Source: an optimization exercise on an open RTL-to-GDS flow (aim: small area). Production flows keep margins and buffers that such runs may drop.
RTL that was checked went through simulation tests only; none was proved equivalent to the original.
Power and IR drop assume default switching activity.

## cic32
module cic32
    (
        input i_clk_high,
        input i_reset,
        input [7:0] i_signal,
        output reg o_clk_low,
        output [9:0] o_signal
    );
    reg [4:0] r_counter;
    reg [2:0] r_frames;             
    wire      w_last = (r_counter == 5'd31);
    always @(posedge i_clk_high or posedge i_reset)
        if (i_reset) begin
            r_counter <= 5'd0;
            o_clk_low <= 1'b0;
            r_frames  <= 3'd0;
        end else begin
            r_counter <= r_counter + 5'd1;
            o_clk_low <= w_last;
            if (w_last && r_frames != 3'd5)
                r_frames <= r_frames + 3'd1;
        end
    reg [25:0] r_int0;
    reg [20:0] r_int1;
    reg [15:0] r_int2;
    reg r_c0_8;    
    reg r_c0_13;    
    reg r_c0_18;    
    reg r_c0_23;    
    reg r_c1_3;    
    reg r_c1_8;    
    reg r_c1_13;    
    reg r_c1_18;    
    reg r_c2_3;    
    reg r_c2_8;    
    reg r_c2_13;    
    wire [25:0] w_in0 = {18'd0, i_signal};
    wire [20:0] w_in1 = r_int0[25:5];
    wire [15:0] w_in2 = r_int1[20:5];
    wire [25:0] w_s0;
    wire [25:0] w_k0;    
    assign w_s0[0] = r_int0[0] ^ w_in0[0];
    assign w_k0[0] = r_int0[0] & w_in0[0];
    assign w_s0[1] = r_int0[1] ^ w_in0[1] ^ w_k0[0];
    assign w_k0[1] = (r_int0[1] & w_in0[1]) | (r_int0[1] & w_k0[0]) | (w_in0[1] & w_k0[0]);
    assign w_s0[2] = r_int0[2] ^ w_in0[2] ^ w_k0[1];
    assign w_k0[2] = (r_int0[2] & w_in0[2]) | (r_int0[2] & w_k0[1]) | (w_in0[2] & w_k0[1]);
    assign w_s0[3] = r_int0[3] ^ w_in0[3] ^ w_k0[2];
    assign w_k0[3] = (r_int0[3] & w_in0[3]) | (r_int0[3] & w_k0[2]) | (w_in0[3] & w_k0[2]);
    assign w_s0[4] = r_int0[4] ^ w_in0[4] ^ w_k0[3];
    assign w_k0[4] = (r_int0[4] & w_in0[4]) | (r_int0[4] & w_k0[3]) | (w_in0[4] & w_k0[3]);
    assign w_s0[5] = r_int0[5] ^ w_in0[5] ^ w_k0[4];
    assign w_k0[5] = (r_int0[5] & w_in0[5]) | (r_int0[5] & w_k0[4]) | (w_in0[5] & w_k0[4]);
    assign w_s0[6] = r_int0[6] ^ w_in0[6] ^ w_k0[5];
    assign w_k0[6] = (r_int0[6] & w_in0[6]) | (r_int0[6] & w_k0[5]) | (w_in0[6] & w_k0[5]);
    assign w_s0[7] = r_int0[7] ^ w_in0[7] ^ w_k0[6];
  ...
Size: roughly 430 cells after synthesis, ~21 I/O pins, roughly 0.0071 mm² of cells after synthesis.
==> flow/config.mk <==
export PLATFORM = sky130hd
export DESIGN_NAME = cic32
export DESIGN_NICKNAME = cic32
export VERILOG_FILES = /design/flow/design.v
export SDC_FILE = /design/flow/constraint.sdc
export NUM_CORES = 4
export LEC_CHECK = 0
export CAP_MARGIN = 20
export CORE_MARGIN = 2
export CORE_UTILIZATION = 40
export SETUP_SLACK_MARGIN = 0.0
export SLEW_MARGIN = 20
==> flow/constraint.sdc <==
create_clock -name core_clock -period 2.6 [get_ports {i_clk_high}]
set_input_delay 0.5200 -clock core_clock [delete_from_list [all_inputs] [get_ports {i_clk_high}]]
set_output_delay 0.5200 -clock core_clock [all_outputs]
set_load 0.01 [all_outputs]
standard.sh (not shown) runs the stock make flow with config.mk's settings and CLKGATE_MAP_FILE= SYNTH_SCRIPT=/design/flow/synth_recipe.tcl, a recipe that flattens the netlist after the stock synthesis.
==> flow/flow/run.sh <==
#!/bin/bash
# The standard layout with three changes:
#  - after the standard synthesis, full adders that Yosys mapped with all
#    inputs and outputs inverted are flipped (fa is self-dual) so the inverters
#    cancel (flow/fa_polarity.py; registers are not touched);
#  - CTS adds no dummy loads and clusters up to 20 sinks per leaf buffer;
#  - ports are buffered with buf_1 instead of delay cells.
set -euo pipefail
export CTS_ARGS="-sink_clustering_enable -repair_clock_nets -dont_use_dummy_load -sink_clustering_size 20 -sink_clustering_max_diameter 80 -buf_list {sky130_fd_sc_hd__clkbuf_8}"
export BUFFER_PORTS_ARGS="-buffer_cell sky130_fd_sc_hd__buf_1"
bash standard.sh synth > synth.log 2>&1
R=orfs/results/sky130hd/cic32/base
cp $R/1_2_yosys.v standard_synth.v
python3 flow/fa_polarity.py standard_synth.v $R/1_2_yosys.v > fa_polarity.log 2>&1
rm -f $R/1_synth.odb $R/1_synth.sdc
bash standard.sh > layout.log 2>&1
Other scripts of this flow, unchanged in this note and not shown: flow/flow/fa_polarity.py
Rerun with:
--- a/flow/design.v
+++ b/flow/design.v
@@ -234,49 +234,50 @@
         if (r_counter == 5'd3) begin
             r_xr[6] <= r_int2[13];
             r_xr[5] <= r_int2[14];
             r_xr[4] <= r_int2[15];
         end
     end
     wire w_old = (r_frames >= 3'd3);    
     wire w_p1  = (r_counter == 5'd1);
     wire w_p3  = (r_counter == 5'd3);
-    wire w_p4  = (r_counter == 5'd4);
-    reg  r_k1, r_k2, r_k3, r_s1;
+    wire w_p5  = (r_counter == 5'd5);
+    reg  r_k1, r_k2, r_k3, r_s1, r_s2;
     wire a1 = r_xr[14];
     wire b1 = ~(r_xr[32] & w_old);
     wire c1 = w_p1 | r_k1;
     wire s1 = a1 ^ b1 ^ c1;
     reg [63:0] r_cr;
     wire w_wr1 = (r_counter >= 5'd3) && (r_counter <= 5'd15);
-    wire w_wr2 = (r_counter >= 5'd4) && (r_counter <= 5'd15);
+    wire w_wr2 = (r_counter >= 5'd5) && (r_counter <= 5'd16);
     wire a2 = r_s1;
     wire b2 = ~(r_cr[63] & w_old);
     wire c2 = w_p3 | r_k2;
     wire s2 = a2 ^ b2 ^ c2;
-    wire a3 = s2;
+    wire a3 = r_s2;
     wire b3 = ~(r_cr[15] & w_old);
-    wire c3 = w_p4 | r_k3;
+    wire c3 = w_p5 | r_k3;
     wire s3 = a3 ^ b3 ^ c3;
     always @(posedge i_clk_high) begin
         r_s1 <= s1;
+        r_s2 <= s2;
         r_k1 <= (a1 & b1) | (a1 & c1) | (b1 & c1);
         r_k2 <= (a2 & b2) | (a2 & c2) | (b2 & c2);
         r_k3 <= (a3 & b3) | (a3 & c3) | (b3 & c3);
         r_cr <= {r_cr[62:0], r_cr[63]};
         if (w_wr1) r_cr[0]  <= r_s1;
-        if (w_wr2) r_cr[16] <= s2;
+        if (w_wr2) r_cr[16] <= r_s2;
     end
     reg [41:0] r_or;
-    wire w_wr3 = (r_counter >= 5'd6) && (r_counter <= 5'd15);
+    wire w_wr3 = (r_counter >= 5'd7) && (r_counter <= 5'd16);
     always @(posedge i_clk_high) begin
         r_or <= {r_or[40:0], r_or[41]};
         if (w_wr3) r_or[0] <= ~s3;
     end
     wire w_valid = (r_frames == 3'd5);
     genvar g;
     generate
         for (g = 0; g < 10; g = g + 1) begin : g_out
-            assign o_signal[g] = ~(r_or[37 - g] | ~w_valid);
+            assign o_signal[g] = ~(r_or[36 - g] | ~w_valid);
         end
     endgenerate
 endmodule
The changed run completed without violations; routed wire length is lower by about 2.5%; setup slack got worse by 0.027 ns; final area hardly moves; non-clock buffer count does not change; global-route usage barely changes; total power is lower by 1.2%; core utilization stays flat.
No functional check of the RTL was part of the first run of this note.

separate check: timing with driven ports:
How much do the figures lean on ideal ports? The routed layouts below were timed once more, with nothing changed but the port constraints. Step 1 sets driving cells, clkbuf_16 on the clock port and buf_2 on the other inputs (assumed; they add their load-dependent delay and slew). Step 2, shift: input delay + t, output delay - t, t = (earliest + latest rising clock arrival at the registers) / 2. This alone moves slack from input paths to output paths. Three values: ideal, step 1, step 2; two values: the first two.
run	t, ns	slack for setup (ns)	worst setup path after step 2
the first run	0.514	0.071 / 0.071 / 0.071	register to register
the second run	0.516	0.044 / 0.044 / 0.044	register to register
After both steps every run listed still meets setup and hold.
